This is an optimization exercise on Yosys and OpenROAD, whose aim is small area, not a production implementation.
Only simulation tests tie the RTL to the original design; equivalence was not proved.
Power and IR drop assume default switching activity.

// iic_driver
module iic_driver #
	(
		parameter	CLKIN_MHz = 100,
		parameter 	IIC_KHz = 1000,
		parameter	TIMEOUT_us = 1,
		parameter	RESTART_DELAY_us = 0
	)
	(
	input 				clk_in,
	input 				rst_n,
	input 				sda_in,
	output				sda_out,
	output				sda_en,
	output				scl,
	input				cmd_en,
	input	[7:0]		addr,
	input	[31:0]		cmd,
	input	[2:0]		cmd_len,
	input				wdata_vld,
	input	[7:0]		wdata,
	input	[7:0]		rd_len,
	output	[7:0]	rdata,
	output				rdata_vld,
	output				cmd_done,
	output	reg 		opt_err
    );
For scale: ~600 cells after synthesis, roughly 290 flip-flops, about 78 I/O pins.
export LEC_CHECK = 0
export CAP_MARGIN = 20
export CORE_MARGIN = 2
export CORE_UTILIZATION = 40
export SLEW_MARGIN = 20
create_clock -name core_clock -period 10.0 [get_ports {clk_in}]
standard.sh (not shown) runs the stock make flow with config.mk's settings and CLKGATE_MAP_FILE= SYNTH_SCRIPT=/design/flow/synth_recipe.tcl, a recipe that flattens the netlist after the stock synthesis.
==> flow/flow/run.sh <==
#!/bin/bash
# The standard layout with these changes:
# - synthesis maps the logic with an area-oriented ABC script (flow/synth.tcl)
# - ports are buffered with the smallest buffer
# - CTS uses clkbuf_8 in clusters of at most 16 sinks and inserts no dummy loads
set -euo pipefail
here=$(pwd)
export FLOW_WORK=$here
export MY_ABC_SCRIPT=$here/flow/abc_area.script
export BUFFER_PORTS_ARGS="-buffer_cell sky130_fd_sc_hd__buf_1"
export CTS_ARGS="-sink_clustering_enable -repair_clock_nets -dont_use_dummy_load -buf_list sky130_fd_sc_hd__clkbuf_8 -sink_clustering_size 16 -sink_clustering_max_diameter 80"
sed "s|SYNTH_SCRIPT=[^ ]*|SYNTH_SCRIPT=$here/flow/synth.tcl|" standard.sh > synth_area.sh
bash synth_area.sh synth > synth_make.log 2>&1
bash standard.sh > flow_make.log 2>&1
==> flow/flow/abc_area.script <==
strash
dc2
dch -f
amap
strash
dc2
dch -f
amap
topo
==> flow/flow/synth.tcl <==
# The standard synthesis (synth_recipe.tcl), with one change: the final
# technology mapping uses the area-oriented ABC script in MY_ABC_SCRIPT
# instead of ORFS's speed script. Registers are mapped before ABC runs, so
# they are the same as in the standard synthesis.
proc abc {args} {
  set i [lsearch -exact $args -script]
  if {$i >= 0} { lset args [expr {$i + 1}] $::env(MY_ABC_SCRIPT) }
  yosys abc {*}$args
}
source $::env(FLOW_WORK)/synth_recipe.tcl
Change:
--- a/flow/flow/run.sh
+++ b/flow/flow/run.sh
@@ -11 +11 @@
-export CTS_ARGS="-sink_clustering_enable -repair_clock_nets -dont_use_dummy_load -buf_list sky130_fd_sc_hd__clkbuf_8 -sink_clustering_size 16 -sink_clustering_max_diameter 80"
+export CTS_ARGS='-sink_clustering_enable -repair_clock_nets -dont_use_dummy_load -buf_list {sky130_fd_sc_hd__clkbuf_4 sky130_fd_sc_hd__clkbuf_16} -root_buf sky130_fd_sc_hd__clkbuf_4 -tree_buf sky130_fd_sc_hd__clkbuf_4 -sink_clustering_buffer sky130_fd_sc_hd__clkbuf_16 -sink_clustering_size 34 -sink_clustering_max_diameter 100'
What happened: Total power decreases by 0.53%. Routed wire length decreases by 1.3%. Via count decreases by 1.7%. Core utilization decreases by 0.11 points.
Change:
==> flow/flow/run.sh (replaced) <==
#!/bin/bash
set -euo pipefail
export BUFFER_PORTS_ARGS="-buffer_cell sky130_fd_sc_hd__buf_1"
export CTS_ARGS="-sink_clustering_enable -repair_clock_nets -dont_use_dummy_load -buf_list sky130_fd_sc_hd__clkbuf_8 -sink_clustering_size 16 -sink_clustering_max_diameter 80"
bash standard.sh > flow_make.log 2>&1
removed: flow/flow/abc_area.script
removed: flow/flow/synth.tcl
The changed run completed with no timing, DRC or antenna violations.
Global-route usage shrinks by 0.51 points.
Count of clock-buffer cells in the layout goes up by 9.
Via count goes down by 3.1%.
Die area rises by 3.1%.
Power is lower by 6.2%.
Non-clock buffer count rose by 2.
Cell area rose by 2.5%.
Setup slack got worse by 0.088 ns.
Clock power went up by about 4%.
Fmax shrinks by 1.5%.
Routed wire length came out lower by 1.0%.

separate check: timing with driven ports:
How much do the figures lean on ideal ports? The routed layouts below were timed once more, with nothing changed but the port constraints. Step 1 assumes that a clkbuf_16 drives the clock port and a buf_2 every other input. Step 2 also shifts input and output timing later by t, the mid clock arrival at the registers, as if the neighbouring blocks saw the same clock. a / b / c = ideal / step 1 / step 2; a / b = the first two.
run	t (ns)	setup WS [ns]	hold WS [ns]	worst setup path after step 2
the first run	0.547	4.478 / 4.439 / 4.479	0.392 / 0.392 / 0.392	input to output
the second run	0.640	4.332 / 4.293 / 4.478	0.332 / 0.332 / 0.332	input to output
the third run	0.552	4.244 / 4.220 / 4.220	0.397 / 0.397 / 0.397	input to output
After both steps every run listed still meets setup and hold. For the third run, which loses most, drivers alone change the setup slack by -0.024 ns; drivers and shift together by -0.024 ns.
